From an optimization exercise on the open Yosys and OpenROAD flow, aimed at small area, a short achievable clock period and few clock cycles per item; shortcuts taken in it are not production practice. Function was checked by simulation only, so behaviour that the tests miss may differ from the original.

===== flow/config.mk =====
export PLATFORM = sky130hd
export DESIGN_NAME = R_CORDIC_Unit
export DESIGN_NICKNAME = R_CORDIC_Unit
export VERILOG_FILES = /design/flow/design.v
export SDC_FILE = /design/flow/constraint.sdc
export NUM_CORES = 4
export LEC_CHECK = 0
export CAP_MARGIN = 20
export CORE_MARGIN = 2
export CORE_UTILIZATION = 75
export PLACE_DENSITY = 0.85
export SETUP_SLACK_MARGIN = 5
export SLEW_MARGIN = 20

===== flow/constraint.sdc =====
create_clock -name core_clock -period 10.0 [get_ports {clk}]
set_input_delay 2.0000 -clock core_clock [delete_from_list [all_inputs] [get_ports {clk}]]
set_output_delay 2.0000 -clock core_clock [all_outputs]
set_load 0.01 [all_outputs]

===== flow/design.v =====
module LUT (
    input      [3:0]  sel,
    output reg [31:0] value
);
    always @(*) begin
        case (sel)
            4'd0:  value = 32'h2D000000;
            4'd1:  value = 32'h1A90F0F5;
            4'd2:  value = 32'h0E0926A5;
            4'd3:  value = 32'h072023D0;
            4'd4:  value = 32'h03937ABF;
            4'd5:  value = 32'h01C95CAD;
            4'd6:  value = 32'h00E492E5;
            4'd7:  value = 32'h00722D16;
            4'd8:  value = 32'h00391D3F;
            4'd9:  value = 32'h001CC3DD;
            4'd10: value = 32'h000E2487;
            4'd11: value = 32'h00072290;
            4'd12: value = 32'h0003917C;
            4'd13: value = 32'h0001E66E;
            4'd14: value = 32'h0000E557;
            default: value = 32'h0;
        endcase
    end
endmodule
module add_sk (input [31:0] a, input [31:0] b, input cin, output [31:0] s);
  wire [31:0] p = a ^ b;
  wire [31:0] g0 = a & b;
  wire gc0 = g0[0] | (p[0] & cin);
  wire g_0_1 = g0[1] | (p[1] & gc0);
  wire p_0_1 = p[1] & p[0];
  wire g_0_3 = g0[3] | (p[3] & g0[2]);
  wire p_0_3 = p[3] & p[2];
  wire g_0_5 = g0[5] | (p[5] & g0[4]);
  wire p_0_5 = p[5] & p[4];
  wire g_0_7 = g0[7] | (p[7] & g0[6]);
  wire p_0_7 = p[7] & p[6];
  wire g_0_9 = g0[9] | (p[9] & g0[8]);
  wire p_0_9 = p[9] & p[8];
  wire g_0_11 = g0[11] | (p[11] & g0[10]);
  wire p_0_11 = p[11] & p[10];
  wire g_0_13 = g0[13] | (p[13] & g0[12]);
  wire p_0_13 = p[13] & p[12];
  wire g_0_15 = g0[15] | (p[15] & g0[14]);
  wire p_0_15 = p[15] & p[14];
  wire g_0_17 = g0[17] | (p[17] & g0[16]);
  wire p_0_17 = p[17] & p[16];
  wire g_0_19 = g0[19] | (p[19] & g0[18]);
  wire p_0_19 = p[19] & p[18];
  wire g_0_21 = g0[21] | (p[21] & g0[20]);
  wire p_0_21 = p[21] & p[20];
  wire g_0_23 = g0[23] | (p[23] & g0[22]);
  wire p_0_23 = p[23] & p[22];
  wire g_0_25 = g0[25] | (p[25] & g0[24]);
  wire p_0_25 = p[25] & p[24];
  wire g_0_27 = g0[27] | (p[27] & g0[26]);
  wire p_0_27 = p[27] & p[26];
  wire g_0_29 = g0[29] | (p[29] & g0[28]);
  wire p_0_29 = p[29] & p[28];
  wire g_0_31 = g0[31] | (p[31] & g0[30]);
  wire p_0_31 = p[31] & p[30];
  wire g_1_2 = g0[2] | (p[2] & g_0_1);
  wire p_1_2 = p[2] & p_0_1;
  wire g_1_3 = g_0_3 | (p_0_3 & g_0_1);
  wire p_1_3 = p_0_3 & p_0_1;
  wire g_1_6 = g0[6] | (p[6] & g_0_5);
  wire p_1_6 = p[6] & p_0_5;
  wire g_1_7 = g_0_7 | (p_0_7 & g_0_5);
  wire p_1_7 = p_0_7 & p_0_5;
  wire g_1_10 = g0[10] | (p[10] & g_0_9);
  wire p_1_10 = p[10] & p_0_9;
  wire g_1_11 = g_0_11 | (p_0_11 & g_0_9);
  wire p_1_11 = p_0_11 & p_0_9;
  wire g_1_14 = g0[14] | (p[14] & g_0_13);
  wire p_1_14 = p[14] & p_0_13;
  wire g_1_15 = g_0_15 | (p_0_15 & g_0_13);
  wire p_1_15 = p_0_15 & p_0_13;
  wire g_1_18 = g0[18] | (p[18] & g_0_17);
  wire p_1_18 = p[18] & p_0_17;
  wire g_1_19 = g_0_19 | (p_0_19 & g_0_17);
  wire p_1_19 = p_0_19 & p_0_17;
  wire g_1_22 = g0[22] | (p[22] & g_0_21);
  wire p_1_22 = p[22] & p_0_21;
  wire g_1_23 = g_0_23 | (p_0_23 & g_0_21);
  wire p_1_23 = p_0_23 & p_0_21;
  wire g_1_26 = g0[26] | (p[26] & g_0_25);
  wire p_1_26 = p[26] & p_0_25;
  wire g_1_27 = g_0_27 | (p_0_27 & g_0_25);
  wire p_1_27 = p_0_27 & p_0_25;
  wire g_1_30 = g0[30] | (p[30] & g_0_29);
  wire p_1_30 = p[30] & p_0_29;
  wire g_1_31 = g_0_31 | (p_0_31 & g_0_29);
  wire p_1_31 = p_0_31 & p_0_29;
  wire g_2_4 = g0[4] | (p[4] & g_1_3);
  wire p_2_4 = p[4] & p_1_3;
  wire g_2_5 = g_0_5 | (p_0_5 & g_1_3);
  wire p_2_5 = p_0_5 & p_1_3;
  wire g_2_6 = g_1_6 | (p_1_6 & g_1_3);
  wire p_2_6 = p_1_6 & p_1_3;
  wire g_2_7 = g_1_7 | (p_1_7 & g_1_3);
  wire p_2_7 = p_1_7 & p_1_3;
  wire g_2_12 = g0[12] | (p[12] & g_1_11);
  wire p_2_12 = p[12] & p_1_11;
  wire g_2_13 = g_0_13 | (p_0_13 & g_1_11);
  wire p_2_13 = p_0_13 & p_1_11;
  wire g_2_14 = g_1_14 | (p_1_14 & g_1_11);
  wire p_2_14 = p_1_14 & p_1_11;
  wire g_2_15 = g_1_15 | (p_1_15 & g_1_11);
  wire p_2_15 = p_1_15 & p_1_11;
  wire g_2_20 = g0[20] | (p[20] & g_1_19);
  wire p_2_20 = p[20] & p_1_19;
  wire g_2_21 = g_0_21 | (p_0_21 & g_1_19);
  wire p_2_21 = p_0_21 & p_1_19;
  wire g_2_22 = g_1_22 | (p_1_22 & g_1_19);
  wire p_2_22 = p_1_22 & p_1_19;
  wire g_2_23 = g_1_23 | (p_1_23 & g_1_19);
  wire p_2_23 = p_1_23 & p_1_19;
  wire g_2_28 = g0[28] | (p[28] & g_1_27);
  wire p_2_28 = p[28] & p_1_27;
  wire g_2_29 = g_0_29 | (p_0_29 & g_1_27);
  wire p_2_29 = p_0_29 & p_1_27;
  wire g_2_30 = g_1_30 | (p_1_30 & g_1_27);
  wire p_2_30 = p_1_30 & p_1_27;
  wire g_2_31 = g_1_31 | (p_1_31 & g_1_27);
  wire p_2_31 = p_1_31 & p_1_27;
  wire g_3_8 = g0[8] | (p[8] & g_2_7);
  wire p_3_8 = p[8] & p_2_7;
  wire g_3_9 = g_0_9 | (p_0_9 & g_2_7);
  wire p_3_9 = p_0_9 & p_2_7;
  wire g_3_10 = g_1_10 | (p_1_10 & g_2_7);
  wire p_3_10 = p_1_10 & p_2_7;
  wire g_3_11 = g_1_11 | (p_1_11 & g_2_7);
  wire p_3_11 = p_1_11 & p_2_7;
  wire g_3_12 = g_2_12 | (p_2_12 & g_2_7);
  wire p_3_12 = p_2_12 & p_2_7;
  wire g_3_13 = g_2_13 | (p_2_13 & g_2_7);
  wire p_3_13 = p_2_13 & p_2_7;
  wire g_3_14 = g_2_14 | (p_2_14 & g_2_7);
  wire p_3_14 = p_2_14 & p_2_7;
  wire g_3_15 = g_2_15 | (p_2_15 & g_2_7);
  wire p_3_15 = p_2_15 & p_2_7;
  wire g_3_24 = g0[24] | (p[24] & g_2_23);
  wire p_3_24 = p[24] & p_2_23;
  wire g_3_25 = g_0_25 | (p_0_25 & g_2_23);
  wire p_3_25 = p_0_25 & p_2_23;
  wire g_3_26 = g_1_26 | (p_1_26 & g_2_23);
  wire p_3_26 = p_1_26 & p_2_23;
  wire g_3_27 = g_1_27 | (p_1_27 & g_2_23);
  wire p_3_27 = p_1_27 & p_2_23;
  wire g_3_28 = g_2_28 | (p_2_28 & g_2_23);
  wire p_3_28 = p_2_28 & p_2_23;
  wire g_3_29 = g_2_29 | (p_2_29 & g_2_23);
  wire p_3_29 = p_2_29 & p_2_23;
  wire g_3_30 = g_2_30 | (p_2_30 & g_2_23);
  wire p_3_30 = p_2_30 & p_2_23;
  wire g_3_31 = g_2_31 | (p_2_31 & g_2_23);
  wire p_3_31 = p_2_31 & p_2_23;
  wire g_4_16 = g0[16] | (p[16] & g_3_15);
  wire p_4_16 = p[16] & p_3_15;
  wire g_4_17 = g_0_17 | (p_0_17 & g_3_15);
  wire p_4_17 = p_0_17 & p_3_15;
  wire g_4_18 = g_1_18 | (p_1_18 & g_3_15);
  wire p_4_18 = p_1_18 & p_3_15;
  wire g_4_19 = g_1_19 | (p_1_19 & g_3_15);
  wire p_4_19 = p_1_19 & p_3_15;
  wire g_4_20 = g_2_20 | (p_2_20 & g_3_15);
  wire p_4_20 = p_2_20 & p_3_15;
  wire g_4_21 = g_2_21 | (p_2_21 & g_3_15);
  wire p_4_21 = p_2_21 & p_3_15;
  wire g_4_22 = g_2_22 | (p_2_22 & g_3_15);
  wire p_4_22 = p_2_22 & p_3_15;
  wire g_4_23 = g_2_23 | (p_2_23 & g_3_15);
  wire p_4_23 = p_2_23 & p_3_15;
  wire g_4_24 = g_3_24 | (p_3_24 & g_3_15);
  wire p_4_24 = p_3_24 & p_3_15;
  wire g_4_25 = g_3_25 | (p_3_25 & g_3_15);
  wire p_4_25 = p_3_25 & p_3_15;
  wire g_4_26 = g_3_26 | (p_3_26 & g_3_15);
  wire p_4_26 = p_3_26 & p_3_15;
  wire g_4_27 = g_3_27 | (p_3_27 & g_3_15);
  wire p_4_27 = p_3_27 & p_3_15;
  wire g_4_28 = g_3_28 | (p_3_28 & g_3_15);
  wire p_4_28 = p_3_28 & p_3_15;
  wire g_4_29 = g_3_29 | (p_3_29 & g_3_15);
  wire p_4_29 = p_3_29 & p_3_15;
  wire g_4_30 = g_3_30 | (p_3_30 & g_3_15);
  wire p_4_30 = p_3_30 & p_3_15;
  wire g_4_31 = g_3_31 | (p_3_31 & g_3_15);
  wire p_4_31 = p_3_31 & p_3_15;
  assign s = p ^ {g_4_30, g_4_29, g_4_28, g_4_27, g_4_26, g_4_25, g_4_24, g_4_23, g_4_22, g_4_21, g_4_20, g_4_19, g_4_18, g_4_17, g_4_16, g_3_15, g_3_14, g_3_13, g_3_12, g_3_11, g_3_10, g_3_9, g_3_8, g_2_7, g_2_6, g_2_5, g_2_4, g_1_3, g_1_2, g_0_1, gc0, cin};
endmodule
module R_CORDIC (
    input  [31:0] x,
    output [31:0] s,
    output [31:0] c,
    output        cin
);
    wire w1 = x[31] ^ ~x[27];
    wire w2 = x[31] & ~x[27];
    wire w3 = ~x[28] ^ x[24];
    wire w4 = ~x[28] & x[24];
    wire w5 = ~x[29] ^ x[25];
    wire w6 = ~x[29] & x[25];
    wire w7 = ~x[30] ^ x[26];
    wire w8 = ~x[30] & x[26];
    wire w9 = ~x[15] ^ ~x[11];
    wire w10 = ~x[15] & ~x[11];
    wire w11 = ~x[16] ^ ~x[12];
    wire w12 = ~x[16] & ~x[12];
    wire w13 = ~x[17] ^ ~x[13];
    wire w14 = ~x[17] & ~x[13];
    wire w15 = ~x[18] ^ ~x[14] ^ x[10];
    wire w16 = (~x[18] & ~x[14]) | (~x[18] & x[10]) | (~x[14] & x[10]);
    wire w17 = x[8] ^ ~x[6];
    wire w18 = x[8] & ~x[6];
    wire w19 = ~x[19] ^ ~x[15] ^ x[11];
    wire w20 = (~x[19] & ~x[15]) | (~x[19] & x[11]) | (~x[15] & x[11]);
    wire w21 = x[9] ^ ~x[7];
    wire w22 = x[9] & ~x[7];
    wire w23 = ~x[20] ^ ~x[16] ^ x[12];
    wire w24 = (~x[20] & ~x[16]) | (~x[20] & x[12]) | (~x[16] & x[12]);
    wire w25 = x[10] ^ ~x[8];
    wire w26 = x[10] & ~x[8];
    wire w27 = ~x[21] ^ ~x[17] ^ x[13];
    wire w28 = (~x[21] & ~x[17]) | (~x[21] & x[13]) | (~x[17] & x[13]);
    wire w29 = x[11] ^ ~x[9] ^ ~x[6];
    wire w30 = (x[11] & ~x[9]) | (x[11] & ~x[6]) | (~x[9] & ~x[6]);
    wire w31 = ~x[22] ^ ~x[18] ^ x[14];
    wire w32 = (~x[22] & ~x[18]) | (~x[22] & x[14]) | (~x[18] & x[14]);
    wire w33 = x[12] ^ ~x[10] ^ ~x[7];
    wire w34 = (x[12] & ~x[10]) | (x[12] & ~x[7]) | (~x[10] & ~x[7]);
    wire w35 = ~x[23] ^ ~x[19] ^ x[15];
    wire w36 = (~x[23] & ~x[19]) | (~x[23] & x[15]) | (~x[19] & x[15]);
    wire w37 = x[13] ^ ~x[11] ^ ~x[8];
    wire w38 = (x[13] & ~x[11]) | (x[13] & ~x[8]) | (~x[11] & ~x[8]);
    wire w39 = ~x[5] ^ x[2];
    wire w40 = ~x[5] & x[2];
    wire w41 = ~x[24] ^ ~x[20] ^ x[16];
    wire w42 = (~x[24] & ~x[20]) | (~x[24] & x[16]) | (~x[20] & x[16]);
    wire w43 = x[14] ^ ~x[12] ^ ~x[9];
    wire w44 = (x[14] & ~x[12]) | (x[14] & ~x[9]) | (~x[12] & ~x[9]);
    wire w45 = ~x[6] ^ x[3] ^ x[1];
    wire w46 = (~x[6] & x[3]) | (~x[6] & x[1]) | (x[3] & x[1]);
    wire w47 = ~x[25] ^ ~x[21] ^ x[17];
    wire w48 = (~x[25] & ~x[21]) | (~x[25] & x[17]) | (~x[21] & x[17]);
    wire w49 = x[15] ^ ~x[13] ^ ~x[10];
    wire w50 = (x[15] & ~x[13]) | (x[15] & ~x[10]) | (~x[13] & ~x[10]);
    wire w51 = ~x[7] ^ x[4] ^ x[2];
    wire w52 = (~x[7] & x[4]) | (~x[7] & x[2]) | (x[4] & x[2]);
    wire w53 = ~x[26] ^ ~x[22] ^ x[18];
    wire w54 = (~x[26] & ~x[22]) | (~x[26] & x[18]) | (~x[22] & x[18]);
    wire w55 = x[16] ^ ~x[14] ^ ~x[11];
    wire w56 = (x[16] & ~x[14]) | (x[16] & ~x[11]) | (~x[14] & ~x[11]);
    wire w57 = ~x[8] ^ x[5] ^ x[3];
    wire w58 = (~x[8] & x[5]) | (~x[8] & x[3]) | (x[5] & x[3]);
    wire w59 = ~x[27] ^ ~x[23] ^ x[19];
    wire w60 = (~x[27] & ~x[23]) | (~x[27] & x[19]) | (~x[23] & x[19]);
    wire w61 = x[17] ^ ~x[15] ^ ~x[12];
    wire w62 = (x[17] & ~x[15]) | (x[17] & ~x[12]) | (~x[15] & ~x[12]);
    wire w63 = ~x[9] ^ x[6] ^ x[4];
    wire w64 = (~x[9] & x[6]) | (~x[9] & x[4]) | (x[6] & x[4]);
    wire w65 = ~x[28] ^ ~x[24] ^ x[20];
    wire w66 = (~x[28] & ~x[24]) | (~x[28] & x[20]) | (~x[24] & x[20]);
    wire w67 = x[18] ^ ~x[16] ^ ~x[13];
    wire w68 = (x[18] & ~x[16]) | (x[18] & ~x[13]) | (~x[16] & ~x[13]);
    wire w69 = ~x[10] ^ x[7] ^ x[5];
    wire w70 = (~x[10] & x[7]) | (~x[10] & x[5]) | (x[7] & x[5]);
    wire w71 = ~x[29] ^ ~x[25] ^ x[21];
    wire w72 = (~x[29] & ~x[25]) | (~x[29] & x[21]) | (~x[25] & x[21]);
    wire w73 = x[19] ^ ~x[17] ^ ~x[14];
    wire w74 = (x[19] & ~x[17]) | (x[19] & ~x[14]) | (~x[17] & ~x[14]);
    wire w75 = ~x[11] ^ x[8] ^ x[6];
    wire w76 = (~x[11] & x[8]) | (~x[11] & x[6]) | (x[8] & x[6]);
    wire w77 = ~x[30] ^ ~x[26] ^ x[22];
    wire w78 = (~x[30] & ~x[26]) | (~x[30] & x[22]) | (~x[26] & x[22]);
    wire w79 = x[20] ^ ~x[18] ^ ~x[15];
    wire w80 = (x[20] & ~x[18]) | (x[20] & ~x[15]) | (~x[18] & ~x[15]);
    wire w81 = ~x[12] ^ x[9] ^ x[7];
    wire w82 = (~x[12] & x[9]) | (~x[12] & x[7]) | (x[9] & x[7]);
    wire w83 = w1 ^ x[23] ^ x[21];
    wire w84 = (w1 & x[23]) | (w1 & x[21]) | (x[23] & x[21]);
    wire w85 = ~x[19] ^ ~x[16] ^ ~x[13];
    wire w86 = (~x[19] & ~x[16]) | (~x[19] & ~x[13]) | (~x[16] & ~x[13]);
    wire w87 = x[10] ^ x[8] ^ 1'b1;
    wire w88 = (x[10] & x[8]) | (x[10] & 1'b1) | (x[8] & 1'b1);
    wire w89 = w3 ^ x[22] ^ ~x[20];
    wire w90 = (w3 & x[22]) | (w3 & ~x[20]) | (x[22] & ~x[20]);
    wire w91 = ~x[17] ^ ~x[14] ^ x[11];
    wire w92 = (~x[17] & ~x[14]) | (~x[17] & x[11]) | (~x[14] & x[11]);
    wire w93 = x[9] ^ 1'b1 ^ w2;
    wire w94 = (x[9] & 1'b1) | (x[9] & w2) | (1'b1 & w2);
    wire w95 = w5 ^ x[23] ^ ~x[21];
    wire w96 = (w5 & x[23]) | (w5 & ~x[21]) | (x[23] & ~x[21]);
    wire w97 = ~x[18] ^ ~x[15] ^ x[12];
    wire w98 = (~x[18] & ~x[15]) | (~x[18] & x[12]) | (~x[15] & x[12]);
    wire w99 = x[10] ^ 1'b1 ^ w4;
    wire w100 = (x[10] & 1'b1) | (x[10] & w4) | (1'b1 & w4);
    wire w101 = w7 ^ x[24] ^ ~x[22];
    wire w102 = (w7 & x[24]) | (w7 & ~x[22]) | (x[24] & ~x[22]);
    wire w103 = ~x[19] ^ ~x[16] ^ x[13];
    wire w104 = (~x[19] & ~x[16]) | (~x[19] & x[13]) | (~x[16] & x[13]);
    wire w105 = x[11] ^ 1'b1 ^ w6;
    wire w106 = (x[11] & 1'b1) | (x[11] & w6) | (1'b1 & w6);
    wire w107 = x[31] ^ x[27] ^ x[25];
    wire w108 = (x[31] & x[27]) | (x[31] & x[25]) | (x[27] & x[25]);
    wire w109 = ~x[23] ^ ~x[20] ^ ~x[17];
    wire w110 = (~x[23] & ~x[20]) | (~x[23] & ~x[17]) | (~x[20] & ~x[17]);
    wire w111 = x[14] ^ x[12] ^ w8;
    wire w112 = (x[14] & x[12]) | (x[14] & w8) | (x[12] & w8);
    wire w113 = x[28] ^ x[26] ^ ~x[24];
    wire w114 = (x[28] & x[26]) | (x[28] & ~x[24]) | (x[26] & ~x[24]);
    wire w115 = ~x[21] ^ ~x[18] ^ x[15];
    wire w116 = (~x[21] & ~x[18]) | (~x[21] & x[15]) | (~x[18] & x[15]);
    wire w117 = x[13] ^ 1'b1;
    wire w118 = x[13] & 1'b1;
    wire w119 = x[29] ^ x[27] ^ ~x[25];
    wire w120 = (x[29] & x[27]) | (x[29] & ~x[25]) | (x[27] & ~x[25]);
    wire w121 = ~x[22] ^ ~x[19] ^ x[16];
    wire w122 = (~x[22] & ~x[19]) | (~x[22] & x[16]) | (~x[19] & x[16]);
    wire w123 = x[14] ^ 1'b1;
    wire w124 = x[14] & 1'b1;
    wire w125 = x[30] ^ x[28] ^ ~x[26];
    wire w126 = (x[30] & x[28]) | (x[30] & ~x[26]) | (x[28] & ~x[26]);
    wire w127 = ~x[23] ^ ~x[20] ^ x[17];
    wire w128 = (~x[23] & ~x[20]) | (~x[23] & x[17]) | (~x[20] & x[17]);
    wire w129 = x[15] ^ 1'b1;
    wire w130 = x[15] & 1'b1;
    wire w131 = ~x[31] ^ x[29] ^ ~x[27];
    wire w132 = (~x[31] & x[29]) | (~x[31] & ~x[27]) | (x[29] & ~x[27]);
    wire w133 = ~x[24] ^ ~x[21] ^ x[18];
    wire w134 = (~x[24] & ~x[21]) | (~x[24] & x[18]) | (~x[21] & x[18]);
    wire w135 = x[30] ^ ~x[28] ^ ~x[25];
    wire w136 = (x[30] & ~x[28]) | (x[30] & ~x[25]) | (~x[28] & ~x[25]);
    wire w137 = ~x[22] ^ x[19];
    wire w138 = ~x[22] & x[19];
    wire w139 = ~x[31] ^ ~x[29] ^ ~x[26];
    wire w140 = (~x[31] & ~x[29]) | (~x[31] & ~x[26]) | (~x[29] & ~x[26]);
    wire w141 = ~x[30] ^ ~x[27];
    wire w142 = ~x[30] & ~x[27];
    wire w143 = ~x[12] ^ ~x[8] ^ x[4];
    wire w144 = (~x[12] & ~x[8]) | (~x[12] & x[4]) | (~x[8] & x[4]);
    wire w145 = ~x[13] ^ ~x[9] ^ x[5];
    wire w146 = (~x[13] & ~x[9]) | (~x[13] & x[5]) | (~x[9] & x[5]);
    wire w147 = ~x[14] ^ ~x[10] ^ x[6];
    wire w148 = (~x[14] & ~x[10]) | (~x[14] & x[6]) | (~x[10] & x[6]);
    wire w149 = w9 ^ x[7] ^ x[5];
    wire w150 = (w9 & x[7]) | (w9 & x[5]) | (x[7] & x[5]);
    wire w151 = ~x[3] ^ ~x[0];
    wire w152 = ~x[3] & ~x[0];
    wire w153 = w11 ^ x[8] ^ x[6];
    wire w154 = (w11 & x[8]) | (w11 & x[6]) | (x[8] & x[6]);
    wire w155 = ~x[4] ^ ~x[1] ^ w10;
    wire w156 = (~x[4] & ~x[1]) | (~x[4] & w10) | (~x[1] & w10);
    wire w157 = w13 ^ x[9] ^ x[7];
    wire w158 = (w13 & x[9]) | (w13 & x[7]) | (x[9] & x[7]);
    wire w159 = ~x[5] ^ ~x[2] ^ w12;
    wire w160 = (~x[5] & ~x[2]) | (~x[5] & w12) | (~x[2] & w12);
    wire w161 = w15 ^ w17 ^ ~x[3];
    wire w162 = (w15 & w17) | (w15 & ~x[3]) | (w17 & ~x[3]);
    wire w163 = ~x[0] ^ 1'b1 ^ w14;
    wire w164 = (~x[0] & 1'b1) | (~x[0] & w14) | (1'b1 & w14);
    wire w165 = w19 ^ w21 ^ ~x[4];
    wire w166 = (w19 & w21) | (w19 & ~x[4]) | (w21 & ~x[4]);
    wire w167 = ~x[1] ^ w16 ^ w18;
    wire w168 = (~x[1] & w16) | (~x[1] & w18) | (w16 & w18);
    wire w169 = w23 ^ w25 ^ ~x[5];
    wire w170 = (w23 & w25) | (w23 & ~x[5]) | (w25 & ~x[5]);
    wire w171 = ~x[2] ^ w20 ^ w22;
    wire w172 = (~x[2] & w20) | (~x[2] & w22) | (w20 & w22);
    wire w173 = w27 ^ w29 ^ ~x[3];
    wire w174 = (w27 & w29) | (w27 & ~x[3]) | (w29 & ~x[3]);
    wire w175 = x[0] ^ w24 ^ w26;
    wire w176 = (x[0] & w24) | (x[0] & w26) | (w24 & w26);
    wire w177 = w31 ^ w33 ^ ~x[4];
    wire w178 = (w31 & w33) | (w31 & ~x[4]) | (w33 & ~x[4]);
    wire w179 = x[1] ^ w28 ^ w30;
    wire w180 = (x[1] & w28) | (x[1] & w30) | (w28 & w30);
    wire w181 = w35 ^ w37 ^ w39;
    wire w182 = (w35 & w37) | (w35 & w39) | (w37 & w39);
    wire w183 = x[0] ^ w32 ^ w34;
    wire w184 = (x[0] & w32) | (x[0] & w34) | (w32 & w34);
    wire w185 = w41 ^ w43 ^ w45;
    wire w186 = (w41 & w43) | (w41 & w45) | (w43 & w45);
    wire w187 = w36 ^ w38 ^ w40;
    wire w188 = (w36 & w38) | (w36 & w40) | (w38 & w40);
    wire w189 = w47 ^ w49 ^ w51;
    wire w190 = (w47 & w49) | (w47 & w51) | (w49 & w51);
    wire w191 = w42 ^ w44 ^ w46;
    wire w192 = (w42 & w44) | (w42 & w46) | (w44 & w46);
    wire w193 = w53 ^ w55 ^ w57;
    wire w194 = (w53 & w55) | (w53 & w57) | (w55 & w57);
    wire w195 = w48 ^ w50 ^ w52;
    wire w196 = (w48 & w50) | (w48 & w52) | (w50 & w52);
    wire w197 = w59 ^ w61 ^ w63;
    wire w198 = (w59 & w61) | (w59 & w63) | (w61 & w63);
    wire w199 = w54 ^ w56 ^ w58;
    wire w200 = (w54 & w56) | (w54 & w58) | (w56 & w58);
    wire w201 = w65 ^ w67 ^ w69;
    wire w202 = (w65 & w67) | (w65 & w69) | (w67 & w69);
    wire w203 = w60 ^ w62 ^ w64;
    wire w204 = (w60 & w62) | (w60 & w64) | (w62 & w64);
    wire w205 = w71 ^ w73 ^ w75;
    wire w206 = (w71 & w73) | (w71 & w75) | (w73 & w75);
    wire w207 = w66 ^ w68 ^ w70;
    wire w208 = (w66 & w68) | (w66 & w70) | (w68 & w70);
    wire w209 = w77 ^ w79 ^ w81;
    wire w210 = (w77 & w79) | (w77 & w81) | (w79 & w81);
    wire w211 = w72 ^ w74 ^ w76;
    wire w212 = (w72 & w74) | (w72 & w76) | (w74 & w76);
    wire w213 = w83 ^ w85 ^ w87;
    wire w214 = (w83 & w85) | (w83 & w87) | (w85 & w87);
    wire w215 = w78 ^ w80 ^ w82;
    wire w216 = (w78 & w80) | (w78 & w82) | (w80 & w82);
    wire w217 = w89 ^ w91 ^ w93;
    wire w218 = (w89 & w91) | (w89 & w93) | (w91 & w93);
    wire w219 = w84 ^ w86 ^ w88;
    wire w220 = (w84 & w86) | (w84 & w88) | (w86 & w88);
    wire w221 = w95 ^ w97 ^ w99;
    wire w222 = (w95 & w97) | (w95 & w99) | (w97 & w99);
    wire w223 = w90 ^ w92 ^ w94;
    wire w224 = (w90 & w92) | (w90 & w94) | (w92 & w94);
    wire w225 = w101 ^ w103 ^ w105;
    wire w226 = (w101 & w103) | (w101 & w105) | (w103 & w105);
    wire w227 = w96 ^ w98 ^ w100;
    wire w228 = (w96 & w98) | (w96 & w100) | (w98 & w100);
    wire w229 = w107 ^ w109 ^ w111;
    wire w230 = (w107 & w109) | (w107 & w111) | (w109 & w111);
    wire w231 = w102 ^ w104 ^ w106;
    wire w232 = (w102 & w104) | (w102 & w106) | (w104 & w106);
    wire w233 = w113 ^ w115 ^ w117;
    wire w234 = (w113 & w115) | (w113 & w117) | (w115 & w117);
    wire w235 = w108 ^ w110 ^ w112;
    wire w236 = (w108 & w110) | (w108 & w112) | (w110 & w112);
    wire w237 = w119 ^ w121 ^ w123;
    wire w238 = (w119 & w121) | (w119 & w123) | (w121 & w123);
    wire w239 = w114 ^ w116 ^ w118;
    wire w240 = (w114 & w116) | (w114 & w118) | (w116 & w118);
    wire w241 = w125 ^ w127 ^ w129;
    wire w242 = (w125 & w127) | (w125 & w129) | (w127 & w129);
    wire w243 = w120 ^ w122 ^ w124;
    wire w244 = (w120 & w122) | (w120 & w124) | (w122 & w124);
    wire w245 = w131 ^ w133 ^ x[16];
    wire w246 = (w131 & w133) | (w131 & x[16]) | (w133 & x[16]);
    wire w247 = w126 ^ w128 ^ w130;
    wire w248 = (w126 & w128) | (w126 & w130) | (w128 & w130);
    wire w249 = w135 ^ w137 ^ x[17];
    wire w250 = (w135 & w137) | (w135 & x[17]) | (w137 & x[17]);
    wire w251 = 1'b1 ^ w132 ^ w134;
    wire w252 = (1'b1 & w132) | (1'b1 & w134) | (w132 & w134);
    wire w253 = w139 ^ ~x[23] ^ x[20];
    wire w254 = (w139 & ~x[23]) | (w139 & x[20]) | (~x[23] & x[20]);
    wire w255 = x[18] ^ w136 ^ w138;
    wire w256 = (x[18] & w136) | (x[18] & w138) | (w136 & w138);
    wire w257 = w141 ^ ~x[24] ^ x[21];
    wire w258 = (w141 & ~x[24]) | (w141 & x[21]) | (~x[24] & x[21]);
    wire w259 = x[19] ^ 1'b1 ^ w140;
    wire w260 = (x[19] & 1'b1) | (x[19] & w140) | (1'b1 & w140);
    wire w261 = x[31] ^ ~x[28] ^ ~x[25];
    wire w262 = (x[31] & ~x[28]) | (x[31] & ~x[25]) | (~x[28] & ~x[25]);
    wire w263 = x[22] ^ x[20] ^ w142;
    wire w264 = (x[22] & x[20]) | (x[22] & w142) | (x[20] & w142);
    wire w265 = ~x[29] ^ ~x[26] ^ x[23];
    wire w266 = (~x[29] & ~x[26]) | (~x[29] & x[23]) | (~x[26] & x[23]);
    wire w267 = x[21] ^ 1'b1;
    wire w268 = x[21] & 1'b1;
    wire w269 = ~x[30] ^ ~x[27] ^ x[24];
    wire w270 = (~x[30] & ~x[27]) | (~x[30] & x[24]) | (~x[27] & x[24]);
    wire w271 = x[22] ^ 1'b1;
    wire w272 = x[22] & 1'b1;
    wire w273 = x[31] ^ ~x[28] ^ x[25];
    wire w274 = (x[31] & ~x[28]) | (x[31] & x[25]) | (~x[28] & x[25]);
    wire w275 = ~x[29] ^ x[26];
    wire w276 = ~x[29] & x[26];
    wire w277 = ~x[30] ^ x[27];
    wire w278 = ~x[30] & x[27];
    wire w279 = ~x[10] ^ ~x[6];
    wire w280 = ~x[10] & ~x[6];
    wire w281 = ~x[11] ^ ~x[7] ^ x[3];
    wire w282 = (~x[11] & ~x[7]) | (~x[11] & x[3]) | (~x[7] & x[3]);
    wire w283 = w143 ^ x[2] ^ ~x[0];
    wire w284 = (w143 & x[2]) | (w143 & ~x[0]) | (x[2] & ~x[0]);
    wire w285 = w145 ^ x[3] ^ ~x[1];
    wire w286 = (w145 & x[3]) | (w145 & ~x[1]) | (x[3] & ~x[1]);
    wire w287 = w147 ^ x[4] ^ ~x[2];
    wire w288 = (w147 & x[4]) | (w147 & ~x[2]) | (x[4] & ~x[2]);
    wire w289 = w149 ^ w151 ^ 1'b1;
    wire w290 = (w149 & w151) | (w149 & 1'b1) | (w151 & 1'b1);
    wire w291 = w153 ^ w155 ^ w150;
    wire w292 = (w153 & w155) | (w153 & w150) | (w155 & w150);
    wire w293 = w157 ^ w159 ^ w154;
    wire w294 = (w157 & w159) | (w157 & w154) | (w159 & w154);
    wire w295 = w161 ^ w163 ^ w158;
    wire w296 = (w161 & w163) | (w161 & w158) | (w163 & w158);
    wire w297 = w165 ^ w167 ^ w162;
    wire w298 = (w165 & w167) | (w165 & w162) | (w167 & w162);
    wire w299 = w169 ^ w171 ^ w166;
    wire w300 = (w169 & w171) | (w169 & w166) | (w171 & w166);
    wire w301 = w173 ^ w175 ^ w170;
    wire w302 = (w173 & w175) | (w173 & w170) | (w175 & w170);
    wire w303 = w177 ^ w179 ^ w174;
    wire w304 = (w177 & w179) | (w177 & w174) | (w179 & w174);
    wire w305 = w181 ^ w183 ^ w178;
    wire w306 = (w181 & w183) | (w181 & w178) | (w183 & w178);
    wire w307 = w185 ^ w187 ^ w182;
    wire w308 = (w185 & w187) | (w185 & w182) | (w187 & w182);
    wire w309 = w189 ^ w191 ^ w186;
    wire w310 = (w189 & w191) | (w189 & w186) | (w191 & w186);
    wire w311 = w193 ^ w195 ^ w190;
    wire w312 = (w193 & w195) | (w193 & w190) | (w195 & w190);
    wire w313 = w197 ^ w199 ^ w194;
    wire w314 = (w197 & w199) | (w197 & w194) | (w199 & w194);
    wire w315 = w201 ^ w203 ^ w198;
    wire w316 = (w201 & w203) | (w201 & w198) | (w203 & w198);
    wire w317 = w205 ^ w207 ^ w202;
    wire w318 = (w205 & w207) | (w205 & w202) | (w207 & w202);
    wire w319 = w209 ^ w211 ^ w206;
    wire w320 = (w209 & w211) | (w209 & w206) | (w211 & w206);
    wire w321 = w213 ^ w215 ^ w210;
    wire w322 = (w213 & w215) | (w213 & w210) | (w215 & w210);
    wire w323 = w217 ^ w219 ^ w214;
    wire w324 = (w217 & w219) | (w217 & w214) | (w219 & w214);
    wire w325 = w221 ^ w223 ^ w218;
    wire w326 = (w221 & w223) | (w221 & w218) | (w223 & w218);
    wire w327 = w225 ^ w227 ^ w222;
    wire w328 = (w225 & w227) | (w225 & w222) | (w227 & w222);
    wire w329 = w229 ^ w231 ^ w226;
    wire w330 = (w229 & w231) | (w229 & w226) | (w231 & w226);
    wire w331 = w233 ^ w235 ^ w230;
    wire w332 = (w233 & w235) | (w233 & w230) | (w235 & w230);
    wire w333 = w237 ^ w239 ^ w234;
    wire w334 = (w237 & w239) | (w237 & w234) | (w239 & w234);
    wire w335 = w241 ^ w243 ^ w238;
    wire w336 = (w241 & w243) | (w241 & w238) | (w243 & w238);
    wire w337 = w245 ^ w247 ^ w242;
    wire w338 = (w245 & w247) | (w245 & w242) | (w247 & w242);
    wire w339 = w249 ^ w251 ^ w246;
    wire w340 = (w249 & w251) | (w249 & w246) | (w251 & w246);
    wire w341 = w253 ^ w255 ^ w250;
    wire w342 = (w253 & w255) | (w253 & w250) | (w255 & w250);
    wire w343 = w257 ^ w259 ^ w254;
    wire w344 = (w257 & w259) | (w257 & w254) | (w259 & w254);
    wire w345 = w261 ^ w263 ^ w258;
    wire w346 = (w261 & w263) | (w261 & w258) | (w263 & w258);
    wire w347 = w265 ^ w267 ^ w262;
    wire w348 = (w265 & w267) | (w265 & w262) | (w267 & w262);
    wire w349 = w269 ^ w271 ^ w266;
    wire w350 = (w269 & w271) | (w269 & w266) | (w271 & w266);
    wire w351 = w273 ^ x[23] ^ w270;
    wire w352 = (w273 & x[23]) | (w273 & w270) | (x[23] & w270);
    wire w353 = w275 ^ x[24] ^ 1'b1;
    wire w354 = (w275 & x[24]) | (w275 & 1'b1) | (x[24] & 1'b1);
    wire w355 = w277 ^ x[25] ^ 1'b1;
    wire w356 = (w277 & x[25]) | (w277 & 1'b1) | (x[25] & 1'b1);
    wire w357 = x[31] ^ x[28] ^ x[26];
    wire w358 = (x[31] & x[28]) | (x[31] & x[26]) | (x[28] & x[26]);
    wire w359 = x[29] ^ x[27];
    wire w360 = x[29] & x[27];
    wire w361 = x[30] ^ x[28];
    wire w362 = x[30] & x[28];
    wire w363 = ~x[4] ^ ~x[0];
    wire w364 = ~x[4] & ~x[0];
    wire w365 = ~x[5] ^ ~x[1];
    wire w366 = ~x[5] & ~x[1];
    wire w367 = ~x[6] ^ ~x[2];
    wire w368 = ~x[6] & ~x[2];
    wire w369 = ~x[7] ^ ~x[3];
    wire w370 = ~x[7] & ~x[3];
    wire w371 = ~x[8] ^ ~x[4] ^ x[0];
    wire w372 = (~x[8] & ~x[4]) | (~x[8] & x[0]) | (~x[4] & x[0]);
    wire w373 = ~x[9] ^ ~x[5] ^ x[1];
    wire w374 = (~x[9] & ~x[5]) | (~x[9] & x[1]) | (~x[5] & x[1]);
    wire w375 = w279 ^ x[2] ^ x[0];
    wire w376 = (w279 & x[2]) | (w279 & x[0]) | (x[2] & x[0]);
    wire w377 = w281 ^ x[1] ^ w280;
    wire w378 = (w281 & x[1]) | (w281 & w280) | (x[1] & w280);
    wire w379 = w283 ^ 1'b1 ^ w282;
    wire w380 = (w283 & 1'b1) | (w283 & w282) | (1'b1 & w282);
    wire w381 = w285 ^ w144 ^ w284;
    wire w382 = (w285 & w144) | (w285 & w284) | (w144 & w284);
    wire w383 = w287 ^ w146 ^ w286;
    wire w384 = (w287 & w146) | (w287 & w286) | (w146 & w286);
    wire w385 = w289 ^ w148 ^ w288;
    wire w386 = (w289 & w148) | (w289 & w288) | (w148 & w288);
    wire w387 = w291 ^ w152 ^ w290;
    wire w388 = (w291 & w152) | (w291 & w290) | (w152 & w290);
    wire w389 = w293 ^ w156 ^ w292;
    wire w390 = (w293 & w156) | (w293 & w292) | (w156 & w292);
    wire w391 = w295 ^ w160 ^ w294;
    wire w392 = (w295 & w160) | (w295 & w294) | (w160 & w294);
    wire w393 = w297 ^ w164 ^ w296;
    wire w394 = (w297 & w164) | (w297 & w296) | (w164 & w296);
    wire w395 = w299 ^ w168 ^ w298;
    wire w396 = (w299 & w168) | (w299 & w298) | (w168 & w298);
    wire w397 = w301 ^ w172 ^ w300;
    wire w398 = (w301 & w172) | (w301 & w300) | (w172 & w300);
    wire w399 = w303 ^ w176 ^ w302;
    wire w400 = (w303 & w176) | (w303 & w302) | (w176 & w302);
    wire w401 = w305 ^ w180 ^ w304;
    wire w402 = (w305 & w180) | (w305 & w304) | (w180 & w304);
    wire w403 = w307 ^ w184 ^ w306;
    wire w404 = (w307 & w184) | (w307 & w306) | (w184 & w306);
    wire w405 = w309 ^ w188 ^ w308;
    wire w406 = (w309 & w188) | (w309 & w308) | (w188 & w308);
    wire w407 = w311 ^ w192 ^ w310;
    wire w408 = (w311 & w192) | (w311 & w310) | (w192 & w310);
    wire w409 = w313 ^ w196 ^ w312;
    wire w410 = (w313 & w196) | (w313 & w312) | (w196 & w312);
    wire w411 = w315 ^ w200 ^ w314;
    wire w412 = (w315 & w200) | (w315 & w314) | (w200 & w314);
    wire w413 = w317 ^ w204 ^ w316;
    wire w414 = (w317 & w204) | (w317 & w316) | (w204 & w316);
    wire w415 = w319 ^ w208 ^ w318;
    wire w416 = (w319 & w208) | (w319 & w318) | (w208 & w318);
    wire w417 = w321 ^ w212 ^ w320;
    wire w418 = (w321 & w212) | (w321 & w320) | (w212 & w320);
    wire w419 = w323 ^ w216 ^ w322;
    wire w420 = (w323 & w216) | (w323 & w322) | (w216 & w322);
    wire w421 = w325 ^ w220 ^ w324;
    wire w422 = (w325 & w220) | (w325 & w324) | (w220 & w324);
    wire w423 = w327 ^ w224 ^ w326;
    wire w424 = (w327 & w224) | (w327 & w326) | (w224 & w326);
    wire w425 = w329 ^ w228 ^ w328;
    wire w426 = (w329 & w228) | (w329 & w328) | (w228 & w328);
    wire w427 = w331 ^ w232 ^ w330;
    wire w428 = (w331 & w232) | (w331 & w330) | (w232 & w330);
    wire w429 = w333 ^ w236 ^ w332;
    wire w430 = (w333 & w236) | (w333 & w332) | (w236 & w332);
    wire w431 = w335 ^ w240 ^ w334;
    wire w432 = (w335 & w240) | (w335 & w334) | (w240 & w334);
    wire w433 = w337 ^ w244 ^ w336;
    wire w434 = (w337 & w244) | (w337 & w336) | (w244 & w336);
    wire w435 = w339 ^ w248 ^ w338;
    wire w436 = (w339 & w248) | (w339 & w338) | (w248 & w338);
    wire w437 = w341 ^ w252 ^ w340;
    wire w438 = (w341 & w252) | (w341 & w340) | (w252 & w340);
    wire w439 = w343 ^ w256 ^ w342;
    wire w440 = (w343 & w256) | (w343 & w342) | (w256 & w342);
    wire w441 = w345 ^ w260 ^ w344;
    wire w442 = (w345 & w260) | (w345 & w344) | (w260 & w344);
    wire w443 = w347 ^ w264 ^ w346;
    wire w444 = (w347 & w264) | (w347 & w346) | (w264 & w346);
    wire w445 = w349 ^ w268 ^ w348;
    wire w446 = (w349 & w268) | (w349 & w348) | (w268 & w348);
    wire w447 = w351 ^ w272 ^ w350;
    wire w448 = (w351 & w272) | (w351 & w350) | (w272 & w350);
    wire w449 = w353 ^ w274 ^ w352;
    wire w450 = (w353 & w274) | (w353 & w352) | (w274 & w352);
    wire w451 = w355 ^ w276 ^ w354;
    wire w452 = (w355 & w276) | (w355 & w354) | (w276 & w354);
    wire w453 = w357 ^ w278 ^ w356;
    wire w454 = (w357 & w278) | (w357 & w356) | (w278 & w356);
    wire w455 = w359 ^ 1'b1 ^ w358;
    wire w456 = (w359 & 1'b1) | (w359 & w358) | (1'b1 & w358);
    wire w457 = w361 ^ 1'b1 ^ w360;
    wire w458 = (w361 & 1'b1) | (w361 & w360) | (1'b1 & w360);
    wire w459 = ~x[31] ^ x[29] ^ w362;
    wire w460 = (~x[31] & x[29]) | (~x[31] & w362) | (x[29] & w362);
    wire w461 = x[30] ^ 1'b1;
    wire w462 = x[30] & 1'b1;
    wire [23:0] la = {w401, w399, w397, w395, w393, w391, w389, w387, w385, w383, w381, w379, w377, w375, w373, w371, w369, w367, w365, w363, ~x[3], ~x[2], ~x[1], ~x[0]};
    wire [23:0] lb = {w400, w398, w396, w394, w392, w390, w388, w386, w384, w382, w380, w378, w376, w374, w372, w370, w368, w366, w364, 1'b1, 1'b0, 1'b0, 1'b0, 1'b1};
    wire [24:0] lsum = {1'b0, la} + {1'b0, lb};
    assign cin = lsum[24];
    assign s = {1'b1, ~x[31], w461, w459, w457, w455, w453, w451, w449, w447, w445, w443, w441, w439, w437, w435, w433, w431, w429, w427, w425, w423, w421, w419, w417, w415, w413, w411, w409, w407, w405, w403};
    assign c = {1'b0, w462, w460, w458, w456, w454, w452, w450, w448, w446, w444, w442, w440, w438, w436, w434, w432, w430, w428, w426, w424, w422, w420, w418, w416, w414, w412, w410, w408, w406, w404, w402};
endmodule
module R_CORDIC_Unit (
    input signed [31:0]      i_data_1,
    input signed [31:0]      i_data_2,
    input signed [31:0]      angle,
    input                    en,
    input                    rst,
    input                    clk,
    output signed [31:0]     o_data_1,
    output signed [31:0]     o_data_2,
    output                   done_flag
);
    reg        busy, done;
    reg  [4:0] cnt;
    reg signed [31:0] bx, by, ba;
    reg               bc;
    reg        [3:0]  shx;     
    reg        [3:0]  shy_n;   
    reg               fin;     
    wire m1 = cnt == 5'd15;
    wire m2 = cnt == 5'd16;
    wire m3 = cnt == 5'd17;
    wire [4:0]  cnt_n = en ? 5'd0 : busy ? cnt + 5'd1 : cnt;
    wire        fin_n = !en && busy && (m1 || m2);
    wire [31:0] t;
    LUT lut (.sel(cnt[3:0]), .value(t));
    wire neg  = ba[31];
    wire negx = neg & ~fin;
    wire cinx = negx | (fin & bc);
    wire signed [31:0] sx = bx >>> shx;
    wire signed [31:0] sy = by >>> ~shy_n;
    wire [31:0] nx, ny, na;
    add_sk add_x (.a(bx), .b(sy ^ {32{negx}}), .cin(cinx), .s(nx));
    add_sk add_y (.a(by), .b(sx ^ {32{~neg}}), .cin(~neg), .s(ny));
    add_sk add_a (.a(ba), .b(t  ^ {32{~neg}}), .cin(~neg), .s(na));
    wire [31:0] ks, kc;
    wire        kci;
    R_CORDIC gain (.x(ba), .s(ks), .c(kc), .cin(kci));
    always @(posedge clk or posedge rst) begin
        if (rst) begin
            busy <= 1'b0;
            done <= 1'b0;
            cnt  <= 5'd0;
        end else begin
            done <= busy && m3;
            cnt  <= cnt_n;
            if (en)
                busy <= 1'b1;
            else if (m3)
                busy <= 1'b0;
        end
    end
    always @(posedge clk) begin
        bc    <= kci;
        fin   <= fin_n;
        shx   <= cnt_n[3:0];
        shy_n <= fin_n ? 4'hF : ~cnt_n[3:0];
        if (en) begin
            bx <= i_data_1;
            by <= i_data_2;
            ba <= angle;
        end else if (m1 | m2) begin
            bx <= ks;
            by <= kc;
            ba <= m1 ? by : nx;
        end else begin
            bx <= nx;
            by <= ny;
            if (cnt == 5'd14)
                ba <= nx;
            else if (!m3)
                ba <= na;
        end
    end
    assign o_data_1  = ba;
    assign o_data_2  = bx;
    assign done_flag = done;
endmodule

===== flow/run.sh =====
#!/bin/bash
# synth_recipe.tcl (not shown) runs the flow's synth.tcl, then flattens the netlist and writes it again
# the make line also repeats each setting of config.mk as NAME=value (left out here)
make -C /OpenROAD-flow-scripts/flow DESIGN_CONFIG=/design/flow/config.mk WORK_HOME=/design/flow/orfs CLKGATE_MAP_FILE= SYNTH_SCRIPT=/design/flow/synth_recipe.tcl finish

==> impl_results.md, run 1 <==
* Outcome: complete, no violations
* Core area at between 20000 and 25000 sq um
* WL per Instance at roughly 28 um
* H-tree depth at 4
* Crit-path max FO at 6
* Final HPWL DP at about 53 mm
* Routability congestion estimate at ~1.0
* Setup CP Type: reg -> reg
* Setup TNS at 0 ns
* Initial Util at roughly three quarters
* DP Cell Count at approximately 2500
* Reg clk slew, reported paths at approximately 0.060 ns
* Ys flop type: dfxtp_1
* Buffers on Ports at 163
* Final Max Slew Viols at 0
* Most used cell, CP: fa_1
* Ordered list of cells on the worst path: inv_1 > fa_1 > fa_1 > fa_1 > inv_1 > fa_1 > inv_1 > ha_1 > a21o_1 > a211o_1 > nor2_1 > a31oi_2
* Post-synth top cells: inv_1, fa_1, nand2_1, ha_1
* Endpoints failing setup at 0
* Synth Register Bits at around 110
* CP arrival at 5.26 ns
* Post-route clock skew at 0.0176 ns
* Multiplexer area fraction after synthesis at between 9 and 10%
* Height of the die at between 150 and 200 um
* Routed vias/inst at 7.24
* Worst path top cell family by delay: adder cells
* Max Fclk at between 150 and 200 MHz
* Count leader, synth: inv_1
* Total Wirelength at slightly above 70 mm
* Non-filler cells, final at roughly 2500
* Synth top area cells: fa_1, ha_1, dfxtp_1
* Final ANT Viol Nets at 0
* Min Tclk post-route at 5.04 ns
* Clock tree buffer depth at 2
* CTS tree: done
* Mean Syn Cell Area at slightly below 9 sq um
* Netlist cell types at just under 80
* Synth Net Count at about 2500
* Slowest stage cell, crit path: inv_1
* Routed vias at 18300
* Largest net degree at the start of global routing at between 90 and 100
* IO Count at ~160
* Worst Path Required at approximately 10 ns
* Floorplan die width at approximately 160 um
* Share of layout cells above drive strength 1 at under 10%
* Post-synthesis compound-gate area fraction at between 15 and 20%
* Crit path buf inv count at 3
* Max-cap violations at 0
* Drt first pass iters at 14
* Number of global-route vias before repair at 17800
* Post-synthesis xor/xnor area fraction at under 10%
* Post-synth EDFFs at 32
* Crit path capture type: register
* Largest family of logic cells by synthesized area: adder cells
* Largest area contributor in the synthesized netlist: fa_1
* DRT iter0 DRCs at roughly 3300
* Startpoint Class: register
* Worst Hold Class: reg -> reg
* Synth top area share at ~22%
* Clk sinks at 113
* DR DRC count at 0
* Period utilization at 50.4%
* Synth Area in Simple Gates at 10.8%
* CTS root buffer: clkbuf_16
* Final Hold Fails at 0
* Max incr delay on CP at approximately 0.70 ns
* Die ar. at 25800 sq um
* Global-route usage over all layers at 55.2%
* Adder-cell share of the synthesized area at 33.3%
* FFs w/ async S/R, synth at under 10%
* Initial antenna violation count at 7
* First-pass GRT wire length at 105 mm
* Mapped Area at 18400 sq um
* Cell Rows at 57
* Clock latency (worst-skew pair) at 0.45 ns
* Total Nets Final at between 2000 and 3000
* Mapped Cells at approximately 2100
* Pin slew with the least headroom to its limit at around 1.1 ns
* RSZ-0062 raised after global routing: yes
* Post-synthesis sequential area ratio at 14.2%
* CTS Buf Count at 17
* Slew margin rel. at 27.1%
* Layout area overhead at 13.8%
* GRT overflow at 0
* Synth warn at 2
==> cells in the final DEF, fill, tap and decap left out, types with 10 or more instances in the layout <==
master / synthesis / final
nand3_1: 26 / 26
ha_1: 162 / 161
nor2_1: 117 / 115
nand4_1: 12 / 12
mux2i_1: 68 / 68
dfxtp_1: 74 / 72
mux2_2: 25 / 25
a31oi_1: 16 / 15
fa_1: 205 / 205
nor3_1: 23 / 23
o21ai_0: 149 / 149
nand2b_1: 15 / 15
o211ai_1: 17 / 17
and2_1: 10 / 10
xnor2_1: 111 / 111
a211oi_1: 26 / 24
nand2_1: 193 / 193
edfxtp_1: 32 / 32
buf_4: 7 / 36
xor2_1: 52 / 52
clkbuf_16: 0 / 18
nor2b_1: 20 / 20
o21a_1: 18 / 18
and3_1: 18 / 18
inv_1: 236 / 232
a221oi_1: 14 / 14
mux4_2: 32 / 32
a21oi_1: 149 / 147
clkdlybuf4s50_1: 0 / 162
a21o_1: 27 / 27
==> final cells by class <==
cell class / count / area [sq um]
Clock inverter: 14 / 104
Clock buffer: 18 / 439
Fill cell: 1339 / 3280
Sequential cell: 113 / 2630
Multi-Input combinational cell: 1615 / 14500
Inverter: 238 / 905
Tap cell: 324 / 405
Antenna cell: 4 / 10.0
Timing Repair inverter: 1 / 5.00
Timing Repair Buffer: 204 / 1980
==> worst paths after layout <==
path / start / end / slack (ns) / cells after the start
worst max-delay path: ba[17] / bc / 4.96 / 12
worst min-delay path: busy / done / 0.70 / 2
worst max register to register: ba[17] / bc / 4.96 / 12
worst min register to register: busy / done / 0.70 / 2
max in group asynchronous: rst / cnt[2] / 8.00 / 2
min in group asynchronous: rst / cnt[2] / 1.78 / 2
==> tightest hold or removal path, stage by stage (launching register included) <==
cell	delay, ns
dfrtp_1	0.51
inv_1	0.10
nor2_1	0.05
==> cell families (layout without fill, tap and decap cells) <==
kind of cell               count (synthesis)  in the layout
AOI/OAI and AO/OA                        508            508
muxes                                    125            125
other                                      0              4
and+or+nand+nor                          451            452
xor gates and xnor gates                 163            163
adders and majority gates                367            367
DFF                                      113            113
buffers and inverters                    353            475
==> sequential cells by signal, indices dropped and copies added, names as in the netlist <==
| register | flops |
|---|---|
| cnt | 5 |
| ba | 32 |
| fin | 1 |
| bc | 1 |
| shy_n | 4 |
| done | 1 |
| busy | 1 |
| by | 32 |
| shx | 4 |
| bx | 32 |
==> layer usage <==
metal | share of wire [%] | up-vias | GRT usage [%]
li1 | - | 7346 | -
met1 | 32 | 8494 | 65.4
met2 | 41 | 1900 | 80.0
met3 | 17 | 580 | 24.8
met4 | 10 | 8 | 39.3
met5 | 0.13 | - | 1.70
==> timing repair <==
action	4_1_cts	5_1_grt
hold buffers	0	0
setup buffers	0	22
gates resized for setup	1	23
endpoints found under the setup margin	12	37
pin swaps	1	1
cloned	1	1
==> per-stage QoR <==
stage                     cell area, sq um  setup WS, ns  hold slack, ns  utilization, %
after detailed placement             20100          4.77           0.687            83.0
after global placement               20100          4.91           0.640            83.0
after global routing                 21000          4.93           0.733            86.4
after floorplan                      18400          5.31           0.570               -
final                                21000          4.96           0.703            86.5
after CTS                            20700          4.91           0.699            85.3
Testbench counts, summed over its fixed seeds: cycles 9,736, items 512.
==> inputs of run 2 (changes only) <==
==> flow/flow/run.sh (new file) <==
#!/bin/bash
set -euo pipefail
export BUFFER_PORTS_ARGS="-buffer_cell sky130_fd_sc_hd__buf_1"
export SETUP_SLACK_MARGIN=6
bash standard.sh > standard.log 2>&1
==> flow/standard.sh (new file) <==
#!/bin/bash
# synth_recipe.tcl (not shown) runs the flow's synth.tcl, then flattens the netlist and writes it again
# the make line also repeats each setting of config.mk as NAME=value (left out here)
make -C /OpenROAD-flow-scripts/flow DESIGN_CONFIG=/design/flow/config.mk WORK_HOME=/design/flow/orfs CLKGATE_MAP_FILE= SYNTH_SCRIPT=/design/flow/synth_recipe.tcl "${@:-finish}"
--- a/flow/config.mk
+++ b/flow/config.mk
@@ -7,7 +7,6 @@
 export LEC_CHECK = 0
 export CAP_MARGIN = 20
 export CORE_MARGIN = 2
-export CORE_UTILIZATION = 75
-export PLACE_DENSITY = 0.85
-export SETUP_SLACK_MARGIN = 5
+export CORE_UTILIZATION = 60
+export PLACE_DENSITY = 0.7
 export SLEW_MARGIN = 20
removed: flow/run.sh
==> run 2 against run 1 <==
Routed wire length up 2.5%; sequential share of layout area down 0.92 points; non-clock buffer count up 144; critical path type unchanged; critical endpoint is now ba[30]; largest cell class unchanged.
==> impl_results.md, run 2 <==
* H-tree depth at 4 (unchanged)
* Worst Path Required at 10.21 ns (about the same)
* Synth Register Bits at 113 (unchanged)
* Startpoint Class: register
* DR WL met2 at 31.7 mm (+6.4%)
* Routability congestion estimate at 1.02 (-1.0%)
* Max layer used: met5
* Routed vias at 17900 (-2.4%)
* Crit-path max FO at 6 (unchanged)
* Initial Util at 60.5% (-15 points)
* Ys flop type: dfxtp_1
* Largest regs: ba x32, bx x32, by x32
* Post-placement cell area at 19300 sq um (-4.1%)
* Clock tree buffer depth at 2 (unchanged)
* Synth Net Count at 2546 (unchanged)
* Outcome: complete, no violations
* Min Tclk post-route at 4.32 ns (-0.711 ns)
* Max Fclk at 231 MHz (+16%)
* RSZ-0062 raised after global routing: yes
* Post-synthesis xor/xnor area fraction at 7.75% (unchanged)
* Share of layout cells above drive strength 1 at 21.9% (+14 points)
* Setup TNS at 0 ns (unchanged)
* Drt first pass iters at 6 (-8)
* Layout area overhead at 23.2%
* Number of global-route vias before repair at 17100 (-4.0%)
* Synth warn at 2 (unchanged)
* Clk sinks at 113 (unchanged)
* GRT overflow at 0 (unchanged)
* Mapped Area at 18400 sq um (unchanged)
* Floorplan die width at 179 um (+12%)
* Setup CP Type: reg -> reg
* Post-route clock skew at 0.0225 ns (+0.00499 ns)
* Routed met3 length at 9.09 mm (-26%)
* Total Nets Final at 2799 (+5.4%)
* Worst Hold Class: reg -> reg
* Multiplexer area fraction after synthesis at 9.13% (unchanged)
* CP arrival at 4.53 ns (-0.73 ns)
* DRT iter0 DRCs at 2313 (-29%)
* Netlist cell types at 79 (unchanged)
* Largest net degree at the start of global routing at 84 (-13%)
* Endpoints failing setup at 0 (unchanged)
* Die ar. at 32100 sq um (+24%)
* Buffers on Ports at 163 (unchanged)
* Synth Area in Simple Gates at 10.8% (unchanged)
* Final ANT Viol Nets at 0 (unchanged)
* End-of-flow core utilization at 74.6% (-12 points)
* Slew margin rel. at 18.1% (-9.1 points)
* Hold-fix buffers, CTS at 0 (unchanged)
* Most frequent cells in the layout: inv_1, fa_1, nand2_1
* Final Instance Area at 22700 sq um (+8.3%)
* Reg clk slew, reported paths at 0.08 ns (+0.02 ns)
* IO Count at 164 (unchanged)
* M1 WL at 27.7 mm (+22%)
* Most common cell after layout, fill and taps aside: inv_1
* WL per Instance at 26.9 um (-5.4%)
* CTS tree: done
* Max-cap violations at 0 (unchanged)
* Clock latency (worst-skew pair) at 0.46 ns (about the same)
* Initial antenna violation count at 1 (-6)
* Post-synth EDFFs at 32 (unchanged)
* Post-synth top cells: inv_1, fa_1, nand2_1, ha_1
* Global-route usage over all layers at 45.4% (-9.8 points)
* Height of the die at 179 um (+12%)
* Hold Worst Slack at 0.674 ns (-0.0287 ns)
* Pin slew with the least headroom to its limit at 1.22 ns (+0.129 ns)
* Final HPWL DP at 52.5 mm (-0.24%)
* Synth top area cells: fa_1, ha_1, dfxtp_1
* Synth top area share at 22.3% (unchanged)
* DR DRC count at 0 (unchanged)
* Mapped Cells at 2080 (unchanged)
* Post-synthesis sequential area ratio at 14.2% (unchanged)
* CTS Buf Count at 17 (unchanged)
* Count leader, synth: inv_1
* Final Hold Fails at 0 (unchanged)
* Largest area contributor in the synthesized netlist: fa_1
* First-pass GRT wire length at 105 mm (-0.62%)
* Crit path capture type: register
* Period utilization at 43.2% (-7.1 points)
* Adder-cell share of the synthesized area at 33.3% (unchanged)
* Final Max Slew Viols at 0 (unchanged)
* Routed vias/inst at 6.52 (-9.9%)
* Total Wirelength at 73.7 mm (+2.5%)
* Largest family of logic cells by synthesized area: adder cells
* Core area at 30400 sq um (+25%)
* Mean Syn Cell Area at 8.86 sq um (unchanged)
* Post-synthesis compound-gate area fraction at 17.2% (unchanged)
* FFs w/ async S/R, synth at 6.19% (unchanged)
* CTS root buffer: clkbuf_16
* Cell Rows at 64 (+12%)
==> run 2: critical path, cell delays in order (launching register included) <==
cell	delay, ns
dfxtp_4	0.43
bufbuf_16	0.30
buf_4	0.11
mux2i_1	0.23
a21oi_1	0.12
mux2_2	0.31
o21ai_2	0.16
xor2_1	0.27
fa_2	0.27
nand2b_4	0.15
a21oi_4	0.06
o41ai_4	0.28
buf_4	0.21
buf_6	0.10
o22ai_4	0.10
o21ai_4	0.21
a31oi_1	0.11
or3_1	0.39
a31oi_1	0.17
o21ai_0	0.10
==> run 2: cell families (layout without fill, tap and decap cells) <==
kind of cell,Yosys count,count (layout)
AND/OR/NAND/NOR,451,451
AO/OA/AOI/OAI,508,508
flip-flops,113,113
XOR/XNOR,163,163
other,0,1
buffers and inverters,353,619
adder cells (fa/ha/maj),367,367
multiplexers,125,125
==> run 2: metal layers <==
layer | vias up | global-route usage, %
li1 | 7617 | -
met1 | 8732 | 59.5
met2 | 1265 | 68.0
met3 | 275 | 11.0
met4 | 2 | 27.5
met5 | - | 0
==> run 2: worst paths after layout <==
check | depth (start not counted) | startpoint | to | slack, ns
max | 19 | shy_n[0] | ba[30] | 5.68
min | 2 | busy | done | 0.67
max reg2reg | 19 | shy_n[0] | ba[30] | 5.68
min reg2reg | 2 | busy | done | 0.67
max in group asynchronous | 2 | rst | cnt[2] | 8.34
min in group asynchronous | 2 | rst | cnt[2] | 1.44
==> run 2: layout make-up <==
type,count,area [sq um]
sequential,113,2640
tap,396,495
fill,2257,7730
timing repair inverter,1,7.51
clock inverter,15,146
multi-input combinational,1614,15700
antenna,1,2.50
inverter,238,970
timing repair buffer,348,2360
clock buffer,17,425
==> run 2: repair_timing <==
item / 4_1_cts / 5_1_grt
resized for setup: 137 / 195
endpoints found under the hold margin: 0 / 0
pin swaps: 41 / 89
endpoints found under the setup margin: 86 / 75
cloned: 8 / 1
buffers inserted: 115 / 43
==> run 2: per-stage QoR <==
stage | instances | setup WS, ns
detailed placement | 2543 | 4.98
global placement | 2543 | 5.00
floorplan | 2080 | 5.87
global route | 2742 | 5.51
finish | 2743 | 5.68
CTS | 2698 | 5.80
==> inputs of run 3 (changes only) <==
==> flow/flow/run.sh (replaced) <==
#!/bin/bash
# The standard layout; the only change is the cell used to buffer the
# ports (a plain buf_1 instead of the default choice). Every input and
# output port is still buffered. Make's output goes to standard.log.
set -euo pipefail
export BUFFER_PORTS_ARGS="-buffer_cell sky130_fd_sc_hd__buf_1"
bash standard.sh > standard.log 2>&1
--- a/flow/config.mk
+++ b/flow/config.mk
@@ -9,4 +9,5 @@
 export CORE_MARGIN = 2
 export CORE_UTILIZATION = 60
 export PLACE_DENSITY = 0.7
+export SETUP_SLACK_MARGIN = 5
 export SLEW_MARGIN = 20
==> run 3 against run 2 <==
Still clean; first-iteration DRC count shrank 13%; sequential share of layout area is 1.4 points higher; core utilization shrank 8.6 points; routed wire length down 9.1%; area after synthesis is the same; final cell count decreased by 5.3%; cell area decreased by 12%; flip-flop and latch count stayed put; critical path type unchanged; critical endpoint is now ba[17].
==> impl_results.md, run 3 <==
* Synth Register Bits at 113 (unchanged)
* DRT iter0 DRCs at 2017 (-13%)
* Worst Hold Class: reg -> reg
* Worst Path Required at 10.15 ns (-0.06 ns)
* Initial Util at 60.5% (unchanged)
* Height of the die at 179 um (unchanged)
* Layout area overhead at 9.04%
* Slew margin rel. at 33.8% (+16 points)
* Setup CP Type: reg -> reg
* Die ar. at 32100 sq um (unchanged)
* Core area at 30400 sq um (unchanged)
* Hold Worst Slack at 0.678 ns (+0.00417 ns)
* DP Cell Count at 2545 (+0.079%)
* Endpoints failing setup at 0 (unchanged)
* WL per Instance at 25.8 um (-4.1%)
* Total Nets Final at 2655 (-5.1%)
* Sequential Area at 2630 sq um (-0.52%)
* Largest area contributor in the synthesized netlist: fa_1
* Number of global-route vias before repair at 16000 (-6.2%)
* Buffers on Ports at 163 (unchanged)
* Period utilization at 48.1% (+4.9 points)
* Floorplan die width at 179 um (unchanged)
* # diodes at 0 (-1)
* Ys flop type: dfxtp_1
* CTS Buf Count at 17 (unchanged)
* Crit path capture type: register
* CP arrival at 4.97 ns (+0.44 ns)
* Most frequent cells in the layout: inv_1, fa_1, nand2_1
* H-tree depth at 4 (unchanged)
* Final Max Slew Viols at 0 (unchanged)
* Post-route clock skew at 0.0149 ns (-0.00760 ns)
* Clock tree buffer depth at 2 (unchanged)
* Total Wirelength at 67.0 mm (-9.1%)
* GRT overflow at 0 (unchanged)
* Global-route usage over all layers at 42.1% (-3.3 points)
* Synth warn at 2 (unchanged)
* Area occupied by multi-input gates at 14500 sq um (-7.4%)
* Synth top area share at 22.3% (unchanged)
* Fillers at 2644 (+17%)
* Cell Rows at 64 (unchanged)
* Final Instance Area at 20100 sq um (-12%)
* Drt first pass iters at 6 (unchanged)
* Outcome: complete, no violations
* Mapped Cells at 2080 (unchanged)
* Min Tclk post-route at 4.81 ns (+0.491 ns)
* Synth top area cells: fa_1, ha_1, dfxtp_1
* Mean Syn Cell Area at 8.86 sq um (unchanged)
* Share of layout cells above drive strength 1 at 8.13% (-14 points)
## run 3: cell types whose count changed in the layout (fill, tap and decap cells not counted), moves of 17 or more
| cell | before | now |
|---|---|---|
| buf_6 | 19 | 2 |
| a21oi_2 | 23 | 2 |
| inv_1 | 212 | 232 |
| buf_4 | 150 | 36 |
| o21ai_1 | 28 | 8 |
| o21ai_2 | 20 | 2 |
| a21oi_1 | 121 | 148 |
| o21ai_0 | 102 | 148 |
## run 3: path summary, 6_finish.rpt
check | from | endpoint | slack, ns | cells past startpoint
setup / recovery | shy_n[0] | ba[17] | 5.19 | 18
hold / removal | cnt[4] | done | 0.68 | 2
setup reg to reg | shy_n[0] | ba[17] | 5.19 | 18
hold reg to reg | cnt[4] | done | 0.68 | 2
max in group asynchronous | rst | cnt[1] | 8.31 | 2
min in group asynchronous | rst | done | 1.46 | 2
## run 3: layout make-up
| class | count | area share, % |
|---|---|---|
| multi-input combinational | 1614 | 72.1 |
| clock inverter | 14 | 0.585 |
| timing repair buffer | 205 | 5.01 |
| inverter | 238 | 4.50 |
| tap | 396 | 2.47 |
| clock buffer | 18 | 2.24 |
| sequential | 113 | 13.1 |
## run 3: stage by stage
| step | worst slack (ns) | util (%) |
|---|---|---|
| after detailed placement | 4.90 | 63.2 |
| after floorplan | 5.31 | - |
| after global placement | 5.01 | 63.2 |
| after CTS | 5.00 | 65.1 |
| final | 5.19 | 66.0 |
| after global routing | 4.96 | 66.0 |
## run 3: critical path, stage by stage (launching register included)
cell and delay (ns):
dfxtp_2 0.39, buf_12 0.15, mux4_2 0.51, mux2_2 0.29
o21ai_1 0.15, xor2_1 0.10, fa_1 0.43, fa_1 0.38
nand2b_1 0.19, a21oi_2 0.20, o41ai_4 0.12, o21ai_2 0.19
a221o_2 0.28, inv_1 0.11, fa_1 0.43, xor2_2 0.21
o21ai_0 0.13, o21ai_0 0.18, o21ai_0 0.09
## run 3: repair_timing
action                                  in CTS  in global routing
resized for setup                            2                 17
setup buffers                                0                 19
cloned                                       0                  1
pin swaps                                    0                  1
endpoints found under the setup margin       1                 33
## run 3: routing by layer
layer / GRT usage (%) / share of wire (%)
met5: 0 / 0.016
met4: 22.3 / 6.1
met1: 56.9 / 39
met3: 8.08 / 11
met2: 64.1 / 44
## run 3: cell families (layout without fill, tap and decap cells)
kind of cell / after synthesis / in the layout / synth area share (%)
AOI/OAI and AO/OA: 508 / 508 / 17.2
buffers and inverters: 353 / 475 / 7.55
muxes: 125 / 125 / 9.13
xor gates and xnor gates: 163 / 163 / 7.75
DFF: 113 / 113 / 14.2
adders and majority gates: 367 / 367 / 33.3
and+or+nand+nor: 451 / 451 / 10.8

==> afterwards: timing with drivers on the ports <==
Ports are ideal in the flow. The routed layouts listed here were re-timed in OpenROAD.
Step 1, drivers: a clkbuf_16 drives clk and a buf_2 each remaining input, both assumed.
Step 2 times the ports against the registers' clock, not the clock port: input delays grow and output delays shrink by t, the midpoint of the rising clock arrivals with the driver on.
Slacks: no drivers / after step 1 / after step 2; pairs: no drivers / after step 1.
| run | shift t [ns] | setup slack, ns | hold WS [ns] | clock arrival spread, ns |
|---|---|---|---|---|
| run 1 | 0.487 | 4.965 / 4.965 / 4.965 | 0.703 / 0.703 / 0.703 | 0.018 / 0.017 |
| run 2 | 0.506 | 5.676 / 5.676 / 5.676 | 0.674 / 0.674 / 0.674 | 0.023 / 0.023 |
| run 3 | 0.480 | 5.185 / 5.185 / 5.185 | 0.678 / 0.678 / 0.678 | 0.015 / 0.015 |
After both steps every run listed still meets setup and hold.
